From an optimization exercise on the open Yosys and OpenROAD flow, aimed at small area; shortcuts taken in it are not production practice.

== red ==
==> flow/design.v <==
`timescale 1ns / 1ps
module debouncer #(parameter RISE = 0)
   (input wire clk, rst, bouncy_in,
    output logic debounced_out,
    output wire  rise);
   logic [3:0] cnt;
   wire settled = cnt[3] & cnt[2];
   always_ff @(posedge clk) begin
      if (rst) begin
         debounced_out <= 0;
         cnt           <= 4'd12;
      end
      else if (settled) begin
         cnt <= (bouncy_in != debounced_out) ? 4'd0 : 4'd12;
      end
      else if (cnt[3] & cnt[1]) begin  
         debounced_out <= bouncy_in;
         cnt           <= (RISE && bouncy_in && !debounced_out) ? 4'd14 : 4'd12;
      end
      else begin
         cnt <= cnt + 1'b1;
      end
   end
   assign rise = RISE ? (cnt[3] & cnt[2] & cnt[1]) : 1'b0;
endmodule
`default_nettype none
`timescale 1ns / 100ps
module channel #(parameter W = 9, parameter PP = 0, parameter PA = 0,
                 parameter PB = 0)
   (input  wire       clk, rst, demo, alt,
    output logic [5:0] period);
   logic [W-1:0] counter;
   logic         clk_div, prev;
   wire wrap = demo ? (alt ? (counter >= PB) : (counter >= PA))
                    : (counter >= PP);
   always_ff @(posedge clk) begin
      if (rst) begin
         counter <= 0;
         clk_div <= 0;
         prev    <= 0;
         period  <= 0;
      end
      else begin
         counter <= wrap ? 0 : counter + 1'b1;
         clk_div <= clk_div ^ wrap;
         prev    <= clk_div;
         if (clk_div & ~prev) period <= period + 1'b1;
      end
   end
endmodule
`default_nettype none
`timescale 1ns / 1ps
module main( 
   gain, leds, pwm_out, shutdown_b,
   buttons, clk, rst
   );
   input wire clk, rst;
   input  wire  [3:0] buttons;
   output logic       pwm_out;
   output logic       shutdown_b, gain;
   output logic [1:0] leds;
   logic [3:0] buttons_db;
   wire        waveform_rise;
   wire [2:0]  unused_rise;
   debouncer #(.RISE(1)) DB0 (.clk(clk), .rst(rst), .bouncy_in(buttons[0]),
                              .debounced_out(buttons_db[0]), .rise(waveform_rise));
   debouncer DB1 (.clk(clk), .rst(rst), .bouncy_in(buttons[1]),
                  .debounced_out(buttons_db[1]), .rise(unused_rise[0]));
   debouncer DB2 (.clk(clk), .rst(rst), .bouncy_in(buttons[2]),
                  .debounced_out(buttons_db[2]), .rise(unused_rise[1]));
   debouncer DB3 (.clk(clk), .rst(rst), .bouncy_in(buttons[3]),
                  .debounced_out(buttons_db[3]), .rise(unused_rise[2]));
   logic state;
   always_ff @(posedge clk) begin
      if (rst) begin
         state <= 0;
      end
      if (buttons_db[1]) begin
         state <= 1;
      end else if (|buttons_db) begin
         state <= 0;
      end
   end
   always_comb begin
      leds[0]    = state;
      leds[1]    = 0;
      shutdown_b = 1;
      gain       = 1;
   end
   logic [1:0] waveform_type;
   always_ff @(posedge clk) begin
      if (rst) begin
         waveform_type <= 0;
      end else if (waveform_rise) begin
         waveform_type <= {waveform_type[0], ~waveform_type[0] & ~waveform_type[1]};
      end
   end
   logic [11:0] pwm_counter;
   logic [1:0]  mod3;    
   logic [2:0]  mod7;    
   logic [3:0]  mod13;   
   logic [6:0]  mod125;  
   always_ff @(posedge clk) begin
      if (rst) begin
         pwm_counter <= 0;
         mod3        <= 0;
         mod7        <= 0;
         mod13       <= 0;
         mod125      <= 0;
      end
      else begin
         pwm_counter <= pwm_counter + 1'b1;
         mod3        <= {mod3[0], ~(mod3[0] | mod3[1])};
         mod7        <= {mod7[1:0], ~(mod7[1] ^ mod7[2])};
         mod13       <= (mod13 == 4'b1010) ? 4'd0 : {mod13[2:0], ~(mod13[2] ^ mod13[3])};
         mod125      <= (mod125 == 7'b1010000) ? 7'd0 : {mod125[5:0], ~(mod125[5] ^ mod125[6])};
      end
   end
   wire take_sample = mod3[1] & (mod7 == 3'b100) & (mod13 == 4'b1010);
   wire song_step = (pwm_counter[2:0] == 3'd5) & mod3[0] & (mod125 == 7'b0000001);
   logic [6:0] song_pos;
   logic       was_demo;
   always_ff @(posedge clk) begin
      was_demo <= state;
      if (rst) begin
         song_pos <= 0;
      end else if (song_step) begin
         song_pos <= was_demo ? song_pos + 1'b1 : 7'd0;
      end
   end
   wire [2:0] row = song_pos[6:4];
   logic [11:0] vols;
   always_comb begin
      case (row)
        3'd0: vols = 12'b11_00_00_00_00_00;
        3'd1: vols = 12'b11_11_00_00_00_00;
        3'd2: vols = 12'b11_11_11_00_00_00;
        3'd3: vols = 12'b11_11_11_11_00_00;
        3'd4: vols = 12'b10_10_10_10_11_10;
        3'd5: vols = 12'b10_10_10_10_11_11;
        3'd6: vols = 12'b01_01_01_10_10_10;
        default: vols = 12'b01_01_01_01_01_01;
      endcase
   end
   wire [5:0] p0, p1, p2, p4, p8, p12, p16, p20;
   channel #(.W(9), .PP(212), .PA(357), .PB(357)) CH0
     (.clk(clk), .rst(rst), .demo(state), .alt(1'b0), .period(p0));
   channel #(.W(9), .PP(106), .PA(357), .PB(357)) CH1
     (.clk(clk), .rst(rst), .demo(state), .alt(1'b0), .period(p1));
   channel #(.W(9), .PP(0), .PA(357), .PB(357)) CH2
     (.clk(clk), .rst(rst), .demo(state), .alt(1'b0), .period(p2));
   channel #(.W(9), .PP(0), .PA(212), .PB(283)) CH4
     (.clk(clk), .rst(rst), .demo(state), .alt(row >= 3'd1), .period(p4));
   channel #(.W(8), .PP(0), .PA(212), .PB(238)) CH8
     (.clk(clk), .rst(rst), .demo(state), .alt(row >= 3'd2), .period(p8));
   channel #(.W(8), .PP(0), .PA(212), .PB(178)) CH12
     (.clk(clk), .rst(rst), .demo(state), .alt(row >= 3'd3), .period(p12));
   channel #(.W(8), .PP(0), .PA(212), .PB(141)) CH16
     (.clk(clk), .rst(rst), .demo(state), .alt(row >= 3'd4), .period(p16));
   channel #(.W(8), .PP(0), .PA(212), .PB(118)) CH20
     (.clk(clk), .rst(rst), .demo(state), .alt(row >= 3'd5), .period(p20));
   logic [7:0] w0, w1;
   always_comb begin
      case (waveform_type)
        2'd1: begin
           w0 = {p0[4:0], {3{p0[0]}}} ^ {8{p0[5]}};
           w1 = {p1[4:0], {3{p1[0]}}} ^ {8{p1[5]}};
        end
        2'd2: begin
           w0 = {p0, {2{p0[0]}}};
           w1 = {p1, {2{p1[0]}}};
        end
        default: begin
           w0 = {8{p0[5]}};
           w1 = {8{p1[5]}};
        end
      endcase
   end
   wire [8:0] play_audio = (buttons[2] ? w0 : 8'd0) + (buttons[3] ? w1 : 8'd0);
   function automatic [2:0] vol_count(input [1:0] vol);
      vol_count = (vol == 2'd3) ? 3'd4 : {1'b0, vol};
   endfunction
   wire [4:0] high_count =
        {4'd0, p0[5] & (vols[11:10] != 2'd0)}
      + {4'd0, p1[5] & vols[11]}
      + {3'd0, p2[5] & (vols[11:10] == 2'd3), 1'b0}
      + ({5{p4[5]}}  & {2'd0, vol_count(vols[9:8])})
      + ({5{p8[5]}}  & {2'd0, vol_count(vols[7:6])})
      + ({5{p12[5]}} & {2'd0, vol_count(vols[5:4])})
      + ({5{p16[5]}} & {2'd0, vol_count(vols[3:2])})
      + ({5{p20[5]}} & {2'd0, vol_count(vols[1:0])});
   wire [11:0] demo_audio = {high_count, 8'd0} - {7'd0, high_count};
   wire [11:0] audio = state ? demo_audio : {3'd0, play_audio};
   logic [11:0] sample;
   wire  [11:0] pwm_counter_rev;
   genvar i;
   generate
      for (i = 0; i < 12; i++) begin : REV
         assign pwm_counter_rev[i] = pwm_counter[11-i];
      end
   endgenerate
   always_ff @(posedge clk) begin
      if (rst | take_sample) begin
         sample <= audio;
      end
      pwm_out <= (sample >= pwm_counter_rev) & (sample != 0);
   end
endmodule
export LEC_CHECK = 0
export CAP_MARGIN = 20
export CORE_MARGIN = 2
export CORE_UTILIZATION = 85
export PLACE_DENSITY = 0.85
export SLEW_MARGIN = 20
export SYNTH_MEMORY_MAX_BITS = 16384
create_clock -name core_clock -period 10.0 [get_ports {clk}]
standard.sh (not shown) runs the stock make flow with config.mk's settings and CLKGATE_MAP_FILE= SYNTH_SCRIPT=/design/flow/synth_recipe.tcl, a recipe that flattens the netlist after the stock synthesis.
==> flow/flow/run.sh <==
#!/bin/bash
# Own layout flow: the standard synthesis, then the combinational logic
# between the flip-flops is re-mapped by ABC for area (flip-flops, their
# names and cell types untouched), checked equivalent by a SAT miter with the
# flip-flops cut, and the standard layout steps run on the result.
# Each tool's output goes to a log file in the work folder.
set -euo pipefail
W=$PWD
F=$W/flow
LIB=$FLOW_HOME/platforms/sky130hd/lib/sky130_fd_sc_hd__tt_025C_1v80.lib
YOSYS=${YOSYS_EXE:-$(command -v yosys || echo $FLOW_HOME/../tools/install/yosys/bin/yosys)}
R=$W/orfs/results/$FLOW_PLATFORM/main/base

bash standard.sh synth > $W/log_1_standard_synth.txt 2>&1
cp $R/1_2_yosys.v $W/synth_standard.v

sed -e "s|@LIB@|$LIB|g" -e "s|@IN@|$W/synth_standard.v|g" -e "s|@OUT@|$W/synth_reopt.v|g" \
    -e "s|@ABC@|$F/area.abc|g" $F/reopt.tcl > $W/reopt_run.tcl
ok=0
if $YOSYS -c $W/reopt_run.tcl > $W/log_2_reopt.txt 2>&1; then
  python3 $F/cutff.py $W/synth_standard.v $W/eq_gold.v gold
  python3 $F/cutff.py $W/synth_reopt.v $W/eq_gate.v gate
  sed -e "s|@LIB@|$LIB|g" -e "s|@GOLD@|$W/eq_gold.v|g" -e "s|@GATE@|$W/eq_gate.v|g" \
      $F/equiv.tcl > $W/equiv_run.tcl
  if $YOSYS -c $W/equiv_run.tcl > $W/log_3_equiv.txt 2>&1 \
     && grep -q "SUCCESS" $W/log_3_equiv.txt \
     && ! grep -q 'assign .*\(>>\|[&|^~]\)' $W/synth_reopt.v \
     && [ "$(grep -c 'sky130_fd_sc_hd__e\?dfxtp_[0-9]' $W/synth_standard.v)" = \
          "$(grep -c 'sky130_fd_sc_hd__e\?dfxtp_[0-9]' $W/synth_reopt.v)" ]; then
    ok=1
  fi
fi
if [ $ok = 1 ]; then
  echo "re-mapped netlist is equivalent: using it" > $W/log_4_choice.txt
  cp $W/synth_reopt.v $R/1_2_yosys.v
  rm -f $R/1_synth.odb $R/1_synth.sdc
else
  echo "re-mapped netlist not used: standard synthesis kept" > $W/log_4_choice.txt
fi
bash standard.sh > $W/log_5_layout.txt 2>&1
Other scripts of this flow, unchanged in this note and not shown: flow/flow/area.abc, flow/flow/cutff.py, flow/flow/equiv.tcl, flow/flow/reopt.tcl
red: aborted in 5_1_grt (tool error)
Edits applied to the flow inputs when going from red to blue:
- changing CORE_UTILIZATION from 85 to 70
- removing PLACE_DENSITY (formerly 0.85)
### Flow results
- blue went all the way through synthesis, placement and routing and the layout is clean on timing, DRC and antenna.
- Per the comparison of blue with red, cell area after placement closely matched the old numbers, number of setup buffers added after CTS did not really move, horizontal extent of the die picked up an extra about 10%, number of buffers inserted during clock tree synthesis went up.
Function was not checked in any run of this note: the RTL went through the layout flow alone.

## re-timing with driven ports
The flow's constraints put no driver on any port. The routed layout listed below was extracted and timed again, unchanged, in two steps.
Step 1, drivers: a clkbuf_16 drives clk and a buf_2 each remaining input, both assumed.
Step 2 times the ports against the registers' clock, not the clock port: input delays grow and output delays shrink by t, the midpoint of the rising clock arrivals with the driver on.
Slacks: ideal ports / drivers / drivers and shift; pairs: ideal ports / drivers.
run: blue
t (ns): 0.520
slack for setup (ns): 5.166 / 5.186 / 4.666
hold slack, ns: 0.426 / 0.426 / 0.426
cell pins on the clock port's net: 1
After both steps blue still meets setup and hold. For blue, drivers alone change the setup slack by +0.020 ns; drivers and shift together by -0.500 ns.
